This is an optimization exercise on Yosys and OpenROAD, whose aim is small area, a short achievable clock period and few clock cycles, not a production implementation.
Where RTL was checked, it was by simulation tests only, not by an equivalence proof against the original.
Function not checked in run 2: the RTL went through the layout flow alone.

## flow/design.v (module list and top-level ports; edited modules follow where they fit)
// module MandelbrotGen: 1316 lines
// module mfa: 4 lines
// module mha: 4 lines
module MandelbrotGen(
		input Clk_100M,           
		input  [4:0]BTNS,         
		input  SW0,               
		input  SW15,              
		output reg [18:0] addrA,  
		output reg [11:0] dinA,   
		output reg wea            
    );
  // ...
==> flow/flow/run.sh <==
#!/bin/bash
# Layout flow: the standard synthesis (standard.sh synth), then the
# standard ORFS layout steps (standard.sh's make command) with these changes:
#  - the resizer's timing repair aims for a larger setup slack margin, so that
#    it shortens the critical paths below the clock period;
#  - extra ORFS variables given in EXTRA below.
# Each tool's output goes to a log file in this folder.
set -euo pipefail
MARGIN=7.2
EXTRA='BUFFER_PORTS_ARGS="-buffer_cell sky130_fd_sc_hd__buf_2"'
bash standard.sh synth > synth.log 2>&1
sed -e "s/SETUP_SLACK_MARGIN=[0-9.]*/SETUP_SLACK_MARGIN=$MARGIN/" \
    -e "s|\"\${@:-finish}\"|$EXTRA \"\${@:-finish}\"|" standard.sh > layout.sh
bash layout.sh > layout.log 2>&1
==> flow/standard.sh <==
#!/bin/bash
# synth_recipe.tcl (not shown) runs the flow's synth.tcl, then flattens the netlist and writes it again
# the make line also repeats each setting of config.mk as NAME=value (left out here)
make -C /OpenROAD-flow-scripts/flow DESIGN_CONFIG=/design/flow/config.mk WORK_HOME=/design/flow/orfs CLKGATE_MAP_FILE= SYNTH_SCRIPT=/design/flow/synth_recipe.tcl "${@:-finish}"
==> flow/config.mk <==
export PLATFORM = sky130hd
export DESIGN_NAME = MandelbrotGen
export DESIGN_NICKNAME = MandelbrotGen
export VERILOG_FILES = /design/flow/design.v
export SDC_FILE = /design/flow/constraint.sdc
export NUM_CORES = 8
export LEC_CHECK = 0
export ABC_AREA = 1
export CAP_MARGIN = 70
export CORE_MARGIN = 2
export CORE_UTILIZATION = 40
export SETUP_SLACK_MARGIN = 5
export SLEW_MARGIN = 70
export SYNTH_HIERARCHICAL = 1
export SYNTH_MINIMUM_KEEP_SIZE = 0
export TNS_END_PERCENT = 0
==> flow/constraint.sdc <==
create_clock -name core_clock -period 11.0 [get_ports {Clk_100M}]
set_input_delay 2.2000 -clock core_clock [delete_from_list [all_inputs] [get_ports {Clk_100M}]]
set_output_delay 2.2000 -clock core_clock [all_outputs]
set_load 0.01 [all_outputs]
==> summary.txt, run 1 <==
The run finished with no timing, DRC or antenna violations. The fraction of synthesis flops using an asynchronous set or reset pin is 0%. The post-route clock period utilization came out at a little over a third. The final-report setup violation count came out at 0. On the final layout, the worst hold slack is about 0.32 ns.

The number of max-slew violations in the final report is 0. Measured along the y axis, the die boundary spans roughly 290 µm. Along the worst path, the maximum fanout reaches 7.

Setup repair after global routing could not meet its margin everywhere. The final setup TNS came out at 0 ns. The hold-critical path depth is 0. The critical path launch point is zi1[7]. The mean cell area of the mapped netlist came out at roughly 8.6 µm². The via-per-instance ratio is roughly 5.3.

The final hold violation count is 0. The utilization of the core after routing is 46.08%. The fraction of synthesized area in multiplexers came out at 0.06109%.

The cell repeated most along the worst path is fa_1. The area fraction in and, or, nand and nor cells after synthesis is 15.27%. In the final routing, the length of wire on met1 measures 40780 µm. In this run the cell area measured after placement is approximately 34000 µm². The number of levels in the clock H-tree came out at 2. The number of filler cells placed in the layout came out at around 7700.

The wire length of the first global-routing pass is between 100000 and 150000 µm. The worst register-to-register path ends at zh1_q[0]. The global routing stage identified its most utilized layer as met2. The final design instance area without fill is around 37000 µm².

The worst register-to-register path has a depth of 13. Summed over all instances, the cell type with the most area after synthesis is fa_1. The total overflow left after global routing is 0. The fraction of met2 tracks used by global routing is 35.16%.

TritonCTS built the clock tree. The buffering overhead came out at ~4.2%. Buffers inserted during clock tree synthesis total 46. The remaining number of nets flagged by the antenna check after routing came out at 0.
Testbench counts, summed over its fixed seeds: cycles 10,830,570.
==> inputs of run 2 (changes only) <==
--- a/flow/design.v
+++ b/flow/design.v
@@ -38,18 +38,17 @@
 reg [17:0] t0_q;
 reg [17:0] t1_q;
 reg [17:0] u0_q;
 reg [17:0] u1_q;
 reg [17:0] yh1_q;
 reg [0:0] yc_q;
 reg [17:0] zh0_q;
 reg [17:0] zh1_q;
-reg [12:0] zl0_q;
-reg [12:0] zl1_q;
+reg [0:0] zc_q;
 reg [17:0] cr2, ci2;
 reg [7:0] n2;
 reg v2, d2, t2;
 wire p0, p1;
 mha u_p0 ((zr1[0] & zr1[4]), (zr1[1] & zr1[3]), p0, p1);
 wire p2, p3;
 mfa u_p2 ((zr1[0] & zr1[5]), (zr1[1] & zr1[4]), (zr1[3] & ~zr1[2]), p2, p3);
 wire p4, p5;
@@ -1056,28 +1055,27 @@
 wire p1003, p1004;
 mfa u_p1003 (p729, p996, p1001, p1003, p1004);
 wire p1005, p1006;
 mha u_p1005 (p998, p1003, p1005, p1006);
 wire p1007, p1008;
 mfa u_p1007 (p694, p713, p730, p1007, p1008);
 wire p1009, p1010;
 mfa u_p1009 (p1002, p1007, p1004, p1009, p1010);
+wire [13:0] z_lo = {1'b0, {p790, p780, p777, p767, p754, p751, p745, p739, p735, p732, p571, p551, zi1[1]}} + {1'b0, {p801, p789, p779, p769, p761, p753, p747, p741, p737, p733, p731, 1'b0, p550}};
 wire [0:0] xc_w = {x_lo[14]};
 wire [17:0] t0_w = {p510, p508, p506, p504, p502, p500, p498, p496, p494, p492, p490, p488, p486, p484, p482, p480, p478, p476};
 wire [17:0] t1_w = {p509, p507, p505, p503, p501, p499, p497, p495, p493, p491, p489, p487, p485, p483, p481, p479, p477, 1'b0};
 wire [17:0] u0_w = {p546, p544, p542, p540, p538, p536, p534, p532, p530, p528, p526, p524, p522, p520, p518, p516, p514, p512};
 wire [17:0] u1_w = {p545, p543, p541, p539, p537, p535, p533, p531, p529, p527, p525, p523, p521, p519, p517, p515, p513, 1'b1};
 wire [17:0] yh1_w = {p471, p470, p461, p460, p447, p446, p429, p428, p407, p406, p381, p380, p366, p350, p334, p320, p308, p296};
 wire [0:0] yc_w = {y_lo[14]};
 wire [17:0] zh0_w = {p1006, p1005, p994, p993, p978, p977, p958, p957, p934, p933, p906, p905, p874, p858, p842, p828, p814, p811};
 wire [17:0] zh1_w = {p1009, p1000, p999, p986, p985, p968, p967, p946, p945, p920, p919, p890, p889, p873, p857, p841, p827, p813};
-wire [12:0] zl0_w = {p790, p780, p777, p767, p754, p751, p745, p739, p735, p732, p571, p551, zi1[1]};
-wire [12:0] zl1_w = {p801, p789, p779, p769, p761, p753, p747, p741, p737, p733, p731, 1'b0, p550};
-wire [13:0] z_lo = {1'b0, zl0_q} + {1'b0, zl1_q};
+wire [0:0] zc_w = {z_lo[13]};
 wire q0, q1;
 mfa u_q0 (t0_q[0], t1_q[0], yh1_q[0], q0, q1);
 wire q2, q3;
 mfa u_q2 (t0_q[1], t1_q[1], yh1_q[1], q2, q3);
 wire q4, q5;
 mfa u_q4 (t0_q[2], t1_q[2], yh1_q[2], q4, q5);
 wire q6, q7;
 mfa u_q6 (t0_q[3], t1_q[3], yh1_q[3], q6, q7);
@@ -1216,17 +1214,17 @@
 wire q140, q141;
 mfa u_q140 (zh0_q[16], zh1_q[16], ci2[16], q140, q141);
 wire q142, q143;
 mfa u_q142 (zh0_q[17], zh1_q[17], ci2[17], q142, q143);
 wire [18:0] s_sum_t = {{q34, q32, q30, q28, q26, q24, q22, q20, q18, q16, q14, q12, q10, q8, q6, q4, q2, q0}, yc_q[0]} + {{q33, q31, q29, q27, q25, q23, q21, q19, q17, q15, q13, q11, q9, q7, q5, q3, q1, xc_q[0]}, yc_q[0]};
 wire [17:0] s_sum = s_sum_t[18:1];
 wire [18:0] nzr_t = {{q106, q104, q102, q100, q98, q96, q94, q92, q90, q88, q86, q84, q82, q80, q78, q76, q74, q72}, 1'b0} + {{q105, q103, q101, q99, q97, q95, q93, q91, q89, q87, q85, q83, q81, q79, q77, q75, q73, ~yc_q[0]}, 1'b0};
 wire [17:0] nzr = nzr_t[18:1];
-wire [18:0] nzi_t = {{q142, q140, q138, q136, q134, q132, q130, q128, q126, q124, q122, q120, q118, q116, q114, q112, q110, q108}, 1'b0} + {{q141, q139, q137, q135, q133, q131, q129, q127, q125, q123, q121, q119, q117, q115, q113, q111, q109, z_lo[13]}, 1'b0};
+wire [18:0] nzi_t = {{q142, q140, q138, q136, q134, q132, q130, q128, q126, q124, q122, q120, q118, q116, q114, q112, q110, q108}, 1'b0} + {{q141, q139, q137, q135, q133, q131, q129, q127, q125, q123, q121, q119, q117, q115, q113, q111, q109, zc_q[0]}, 1'b0};
 wire [17:0] nzi = nzi_t[18:1];
 wire esc_s  = ~s_sum[17] & s_sum[16] & (|s_sum[15:0]);
 wire stop   = esc_s | (n2 == 8'd149);
 wire retire = v2 & d2 & (t2 == hpar) & ~restart;
 wire take   = (~v2 | retire) & ~restart;
 wire pan = pan_im | pan_re;
 wire [17:0] add_a = pan_im ? im0 : pan_re ? re0 : col0 ? ci1 : cr1;
 wire [17:0] add_b = pan ? {shift[12:0], 5'b0} : shift;
@@ -1263,18 +1261,17 @@
 	t0_q <= t0_w;
 	t1_q <= t1_w;
 	u0_q <= u0_w;
 	u1_q <= u1_w;
 	yh1_q <= yh1_w;
 	yc_q <= yc_w;
 	zh0_q <= zh0_w;
 	zh1_q <= zh1_w;
-	zl0_q <= zl0_w;
-	zl1_q <= zl1_w;
+	zc_q <= zc_w;
 	cr2 <= cr1; ci2 <= ci1; n2 <= n1; d2 <= d1; t2 <= t1;
 	v2 <= v1 & ~restart;
 	zr1 <= zr_nx;
 	zi1 <= zi_nx;
 		if (take) begin
 		cr1 <= crn; ci1 <= cin;
 		n1 <= 8'd0; d1 <= 1'b0; t1 <= ipar;
 	end else begin
@@ -1304,19 +1301,19 @@
 		end
 	end
 	wea <= retire & ~raw_restart;
 	if (restart) begin
 		addrA <= 19'd307199;
 		hpar  <= 1'b0;
 	end else if (retire) begin
 		addrA <= (addrA == 19'd307199) ? 19'd0 : addrA + 19'd1;
+		dinA  <= (n2 == 8'd150) ? 12'h000 : {4'b0100, n2};
 		hpar  <= ~hpar;
 	end
-	dinA <= (n2 == 8'd150) ? 12'h000 : {4'b0100, n2};
 end
 endmodule
 module mfa(input a, input b, input c, output s, output co);
 	assign s  = a ^ b ^ c;
 	assign co = (a & b) | (a & c) | (b & c);
 endmodule
 module mha(input a, input b, output s, output co);
 	assign s  = a ^ b;
==> flow/run.sh (new file) <==
#!/bin/bash
# synth_recipe.tcl (not shown) runs the flow's synth.tcl, then flattens the netlist and writes it again
# the make line also repeats each setting of config.mk as NAME=value (left out here)
make -C /OpenROAD-flow-scripts/flow DESIGN_CONFIG=/design/flow/config.mk WORK_HOME=/design/flow/orfs CLKGATE_MAP_FILE= SYNTH_SCRIPT=/design/flow/synth_recipe.tcl finish
==> flow/config.mk (replaced) <==
export PLATFORM = sky130hd
export DESIGN_NAME = MandelbrotGen
export DESIGN_NICKNAME = MandelbrotGen
export VERILOG_FILES = /design/flow/design.v
export SDC_FILE = /design/flow/constraint.sdc
export NUM_CORES = 8
export LEC_CHECK = 0
export CAP_MARGIN = 70
export CORE_MARGIN = 2
export CORE_UTILIZATION = 40
export SETUP_SLACK_MARGIN = 5
export SLEW_MARGIN = 70
export SYNTH_HIERARCHICAL = 1
export SYNTH_MINIMUM_KEEP_SIZE = 0
removed: flow/flow/run.sh
removed: flow/standard.sh
==> run 2 against run 1 <==
Net effect:
- register-to-register slack got worse by 1.1 ns
- sequential cell count fell by 24
- area after synthesis fell by 1.3%
==> summary.txt, run 2 <==
The register with the most flip-flops is addrA. The worst register-to-register path ends at im0[12]. The largest individual stage delay along the critical path comes from the cell dfxtp_2. The cell count after synthesis came out at around 3200. For the worst-skew pair, the clock arrives at the later sink with an insertion delay of just under 0.6 ns. The required time at the endpoint of the critical path is 11.31 ns.

The remaining number of nets flagged by the antenna check after routing came out at 0 (unchanged). In this run the critical register-to-register path is launched from pan_re. For the final database, setup skew stands at roughly 0.032 ns.

The die span in y came out at 288.3 µm (-0.66%). The register with the most flip-flops in the layout has 19 of them. For this run, the slowest stage of the critical path takes 0.58 ns.

The final hold violation count is 0 (unchanged). The area overhead of the layout relative to synthesis came out at 11.06%. The floorplan die width is 288.3 µm.

The largest net degree at the start of global routing came out at 66. The via-per-instance ratio came out at 5.542 (+5.2%).

The number of cells on the worst reg-to-reg path is 19 (+6). The initial antenna violation count is 0. Summed over all instances, the cell type with the most area after synthesis is fa_1. The number of clock sinks seen by CTS came out at 370. After clock tree synthesis, the clock-pin slew on the worst setup and hold paths is roughly 0.060 ns. The via count of the first global-routing pass came to between 20000 and 25000.

For this configuration, the core starts out at a cell density of approximately two fifths. Including well taps, the total number of placed cells is ~4200. The final-report setup violation count is 0 (unchanged).

The congestion estimate from routability-driven global placement came to between 0.8 and 0.9. The number of max-slew violations in the final report came out at 0 (unchanged). The final setup TNS is 0 ns (unchanged). The utilization of the core after routing is 44.72% (-1.4 points). The tool flagged a number of max-cap violations equal to 0. Before antenna repair, the detailed router went through 5 iterations. By count the netlist is led by 438 x fa_1, 307 x dfxtp_1, 248 x and2_1, 235 x nand2_1, 227 x nor2_1. The critical path launch point is pan_re. The cell repeated most along the worst path is and2_1. The cell area after synthesis is ~32000 µm². The mean cell area of the mapped netlist came to 9.991 µm² (+16%). The total congestion overflow is 0 (unchanged). The fraction of synthesis flops using an asynchronous set or reset pin came out at 0% (unchanged). The number of gates resized after CTS was 0.

The core area is 80290 µm². Walking the worst path, the cells encountered are buf_6 > buf_12 > nor2_2 > buf_4 > nor2_1 > a21o_1 > inv_1 > ha_1 > and2_1 > a221oi_2 > dlymetal6s2s_1 > and2_1 > o31ai_2 > a31o_2 > a221oi_1 > clkdlybuf4s50_1 > buf_1 > nor2b_1 > a211oi_1. The finished layout holds 4273 standard cells, fillers aside. The post-route netlist has 7.939% of its cells at a drive strength greater than 1. After the first detailed-routing iteration, the DRC count stood at 1902.

The number of buffers created by CTS came to 43 (-6.5%). Leaving out fill and tap cells, the most frequent cell in the layout is fa_1. The sequential element share of the synthesized area is 24.86%. The flow ran to the end and the layout has no timing, DRC or antenna violations. Setup slack on the worst reg-to-reg path comes out at roughly 6 ns.

The post-cts hold buffer count is 0. In the routed design, unresolved DRC markers number 0. The most used flip-flop cell after synthesis is dfxtp_1. In the global route stage, overall resource usage came out at between 20 and 25%. Data arrives at the worst endpoint at 5.31 ns. The post-synthesis register bit count came out at 370. TritonCTS built the clock tree.

The net count of the finished layout is 3795. By startpoint and endpoint, the worst setup path is classified as reg -> reg. The synthesized design contains 63 enable-type register cells. The area share of the largest cell type after synthesis came out at a little over a quarter. The top-level port count came out at 40. CTS placed an instance of clkbuf_16 at the clock tree root. The die outline area is about 83000 µm². The maximum buffer depth of the clock tree is 3. Post-CTS timing repair inserted 0 buffers for setup. The post-route clock period utilization was 45.46% (+10 points). The routed layout has roughly 24000 vias. The number of levels in the clock H-tree came out at 2 (unchanged). Setup repair after global routing left no endpoint under its margin. The minimum clock period came out at around 5 ns. The wire length reported by the detailed router is 90770 µm. In this run the core area contains 104 standard-cell rows. Ranked by total cell area, the synthesized netlist is headed by fa_1 27%, dfxtp_1 19%, ha_1 6.6%. The wire length of the first global-routing pass is 143700 µm (-2.3%). The count of buffers from port buffering is 36.

By instance count, the leading cell after synthesis is fa_1. The final design instance area without fill is 35910 µm² (-3.6%). In the layout the commonest cells are 438 x fa_1, 286 x dfxtp_1, 247 x and2_1, 234 x nand2_1, 220 x nor2_1.

The total cell area at the placement stage is 34040 µm² (about the same). The routed wirelength normalized by instance count came out at 21.24 µm. The worst-path maximum fanout came out at 35 (+28). The number of warnings printed during yosys synthesis came out at 7. The startpoint type of the worst setup path is a register. The timing-limited maximum frequency is about 200 MHz. The count of different cell masters after synthesis came out at 86. After legalization and detailed placement, the total HPWL measured approximately 65000 µm. The capture point of the worst path is im0[12]. The worst hold path belongs to the class reg -> reg. The worst setup path is captured at a register.
## run 2: cell count changes after synthesis, sizes merged, moves of 132 or more
cell,change
nand2,-567
xnor2,+142
inv,-464
o22ai,-165
and2,+245
xor2,-132
## run 2: kinds of logic (layout without fill, tap and decap cells)
logic type                 after synthesis  in the layout  share of synthesized area, %
other                                    2             15                       0.02323
and+or+nand+nor                        961            961                         14.82
xor gates and xnor gates               235            235                         6.389
muxes                                   85             85                         2.701
DFF                                    370            370                         24.86
buffers and inverters                  321            285                         3.854
adders and majority gates              608            608                         33.70
AOI/OAI and AO/OA                      654            654                         13.65
## run 2: stage by stage
step,setup WS (ns),hold slack (ns)
floorplan,6.841,0.3096
CTS,6.304,0.3226
global placement,6.033,0.3101
finish,6.000,0.3237
detailed placement,6.304,0.3121
global route,5.767,0.3327
## run 2: final cells by class
class / instances / area (µm²)
clock inverter: 20 / 271.5
tap: 1060 / 1326
clock buffer: 58 / 1215
fill: 7539 / 44380
timing repair buffer: 115 / 1237
sequential: 370 / 8079
multi-input combinational: 2557 / 23420
antenna: 1 / 2.502
inverter: 92 / 359.1
## run 2: worst max-delay path, delay by kind of cell (launching register included)
| kind | cells | cell delay (ns) |
|---|---|---|
| flops | 1 | 0.58 |
| buf+inv | 7 | 1.74 |
| compound gates | 6 | 1.16 |
| fa+ha+maj | 1 | 0.26 |
| simple gates | 5 | 0.98 |
## run 2: worst min-delay path by stage
stage	depth (start not counted)	start	endpoint	slack, ns
after floorplan	0	d1	d2	0.31
after CTS	0	n1[4]	n2[4]	0.32
after detailed placement	0	n1[1]	n2[1]	0.31
final	0	n1[4]	n2[4]	0.32
after global routing	0	n1[3]	n2[3]	0.33
after global placement	0	d1	d2	0.31
## run 2: modules after synthesis, one instance, submodules excluded
module	flops+latches	cells inside	cell area, µm²
MandelbrotGen	370	2750	22990
mha	0	1	12.51
mfa	0	1	20.02
## run 2: routing by layer
metal | GRT usage (%) | part of all wire (%)
met5 | 0 | 0
met4 | 7.176 | 3.0
met3 | 3.049 | 6.0
met2 | 35.07 | 46
met1 | 31.81 | 45

-- port drivers added, routing unchanged --
The results above use ideal ports. As a check the final layouts listed here were re-extracted and re-timed, cells and wires unchanged.
Step 1 sets driving cells, clkbuf_16 on the clock port and buf_2 on the other inputs (assumed; they add their load-dependent delay and slew).
Step 2 adds t to the input delays and takes it off the output delays; t is the mean of the earliest and latest rising clock arrival at the registers after step 1. Input paths then give back, and output paths get back, about the clock's delay inside the block.
Slacks: no drivers / after step 1 / after step 2; pairs: no drivers / after step 1.
| run | t, ns | setup slack, ns | worst setup path after step 2 |
|---|---|---|---|
| run 1 | 0.642 | 7.116 / 7.116 / 7.116 | register to register |
| run 2 | 0.627 | 6.000 / 6.000 / 6.000 | register to register |
After both steps every run listed still meets setup and hold.
